Source: an optimization exercise on an open RTL-to-GDS flow (aim: small area, a short achievable clock period and few clock cycles). Production flows keep margins and buffers that such runs may drop. Only simulation tests tie the RTL to the original design; equivalence was not proved.

==> inputs of v13 <==
==> flow/design.v (excerpt) <==
module mul_datapath (
    input  logic clk,
    input  logic rst_n,
    input  logic start,
    input  logic signed [51:0] multiplicand_i,
    input  logic signed [51:0] multiplier_i,
    output logic signed [103:0] product_o,
    output logic signed [51:0] product_rounded_o,
    output logic done
);
export LEC_CHECK = 0
export ABC_AREA = 1
export CAP_MARGIN = 20
export CORE_MARGIN = 2
export CORE_UTILIZATION = 40
export SETUP_SLACK_MARGIN = 3
export SLEW_MARGIN = 20
export SYNTH_HIERARCHICAL = 1
export SYNTH_MINIMUM_KEEP_SIZE = 0
create_clock -name core_clock -period 8.0 [get_ports {clk}]
standard.sh (not shown) runs the stock make flow with config.mk's settings and CLKGATE_MAP_FILE= SYNTH_SCRIPT=/design/flow/synth_recipe.tcl, a recipe that flattens the netlist after the stock synthesis.
==> flow/flow/run.sh <==
#!/bin/bash
# The standard layout, with plain buffers (buf_4) on the ports instead of the
# delay cells buffer_ports picks by default.
set -euo pipefail
export BUFFER_PORTS_ARGS="-buffer_cell sky130_fd_sc_hd__buf_4"
bash standard.sh finish > standard_flow.log 2>&1
==> inputs of v30, as changes to v13 <==
--- a/flow/config.mk
+++ b/flow/config.mk
@@ -13,3 +13,4 @@
 export SLEW_MARGIN = 20
 export SYNTH_HIERARCHICAL = 1
 export SYNTH_MINIMUM_KEEP_SIZE = 0
+export TNS_END_PERCENT = 10
==> out/results.tsv <==
metric	value	unit
dp_hpwl	174000	um
vias	57400	
status	no timing/DRC/antenna violations	
The numbers above come from v13.

==> out/results.tsv <==
metric	value	unit
dp_hpwl	174000	um
synth.avg_cell_area	9.57	sq um
status	no timing/DRC/antenna violations	
The numbers above come from v30.

Testbench counts of v13, summed over its fixed seeds: cycles 1,608.
Testbench counts of v30, summed over its fixed seeds: cycles 1,608.

==> run B <==
Another version of the RTL of mul_datapath (not shown whole).
// mul_datapath
module mul_datapath (
    input  logic clk,
    input  logic rst_n,
    input  logic start,
    input  logic signed [51:0] multiplicand_i,
    input  logic signed [51:0] multiplier_i,
    output logic signed [103:0] product_o,
    output logic signed [51:0] product_rounded_o,
    output logic done
);
==> flow/config.mk <==
export PLATFORM = sky130hd
export DESIGN_NAME = mul_datapath
export DESIGN_NICKNAME = mul_datapath
export VERILOG_FILES = /design/flow/design.v
export SDC_FILE = /design/flow/constraint.sdc
export NUM_CORES = 4
export LEC_CHECK = 0
export ABC_AREA = 1
export CAP_MARGIN = 20
export CORE_MARGIN = 2
export CORE_UTILIZATION = 40
export SETUP_SLACK_MARGIN = 3.5
export SLEW_MARGIN = 20
export SYNTH_HIERARCHICAL = 1
export SYNTH_MINIMUM_KEEP_SIZE = 0
export TNS_END_PERCENT = 10
==> flow/constraint.sdc <==
create_clock -name core_clock -period 8.0 [get_ports {clk}]
set_input_delay 1.6000 -clock core_clock [delete_from_list [all_inputs] [get_ports {clk}]]
set_output_delay 1.6000 -clock core_clock [all_outputs]
set_load 0.01 [all_outputs]
Scripts as last shown in full above: flow/flow/run.sh
==> run D: changes against run B <==
Settings changed: SETUP_SLACK_MARGIN 3.5 to 3.
==> qor summary <==
Met1 WL: run D 98600 um; run B 102000 um
Gpl congestion: run D 0.986; run B 0.978
Total number of multi-input combinational cells: run D 5220; run B 5223
Wire length of the first global-routing pass: run D 420000 um; run B 425000 um
Worst Path Max Fanout: run D 34; run B 33
Post-Route Utilization: run D 0.494; run B 0.499
Sequential share of cell area: run D 0.0642; run B 0.0635
Global Route met3 Usage: run D 0.192; run B 0.211
Via count of the first global-routing pass: run D 58900; run B 58800
Pre-CTS worst setup slack: run D 1.20 ns; run B 1.35 ns
Fraction of layout cells with a size suffix above 1: run D 0.236; run B 0.241
Number of post-CTS setup repair buffers: run D 176; run B 180
Clock edge transition at the registers on the reported setup and hold paths: run D 0.07 ns; run B 0.06 ns
Worst path setup slack after routing: run D 2.74 ns; run B 2.71 ns
Routed length per instance: run D 34.9 um; run B 35.5 um
Result of the run: run D finished clean; run B finished clean
Antenna cell count: run D 12; run B 17
Post-Layout Cell Count: run D 8654; run B 8695
Non-clock inverter count: run D 379; run B 374
Testbench counts of run B, summed over its fixed seeds: cycles 1,608.
Testbench counts of run D, summed over its fixed seeds: cycles 1,608.

## re-timing with driven ports
The flow's constraints put no driver on any port. The routed layouts listed below were extracted and timed again, unchanged, in two steps. Step 1, drivers: a clkbuf_16 drives clk and a buf_2 each remaining input, both assumed. Step 2 times the ports against the registers' clock, not the clock port: input delays grow and output delays shrink by t, the midpoint of the rising clock arrivals with the driver on. a / b / c = ideal ports / drivers / drivers and shift; a / b = the first two.
| run | shift t [ns] | setup WS [ns] | clock arrival spread, ns |
|---|---|---|---|
| v13 | 0.728 | 2.746 / 2.656 / 1.928 | 0.029 / 0.029 |
| v30 | 0.736 | 2.690 / 2.602 / 1.970 | 0.025 / 0.025 |
| run B | 0.744 | 2.711 / 2.583 / 1.838 | 0.091 / 0.091 |
| run D | 0.714 | 2.738 / 2.607 / 1.893 | 0.045 / 0.045 |
After both steps every run listed still meets setup and hold. For run B, which loses most, drivers alone change the setup slack by -0.128 ns; drivers and shift together by -0.873 ns.
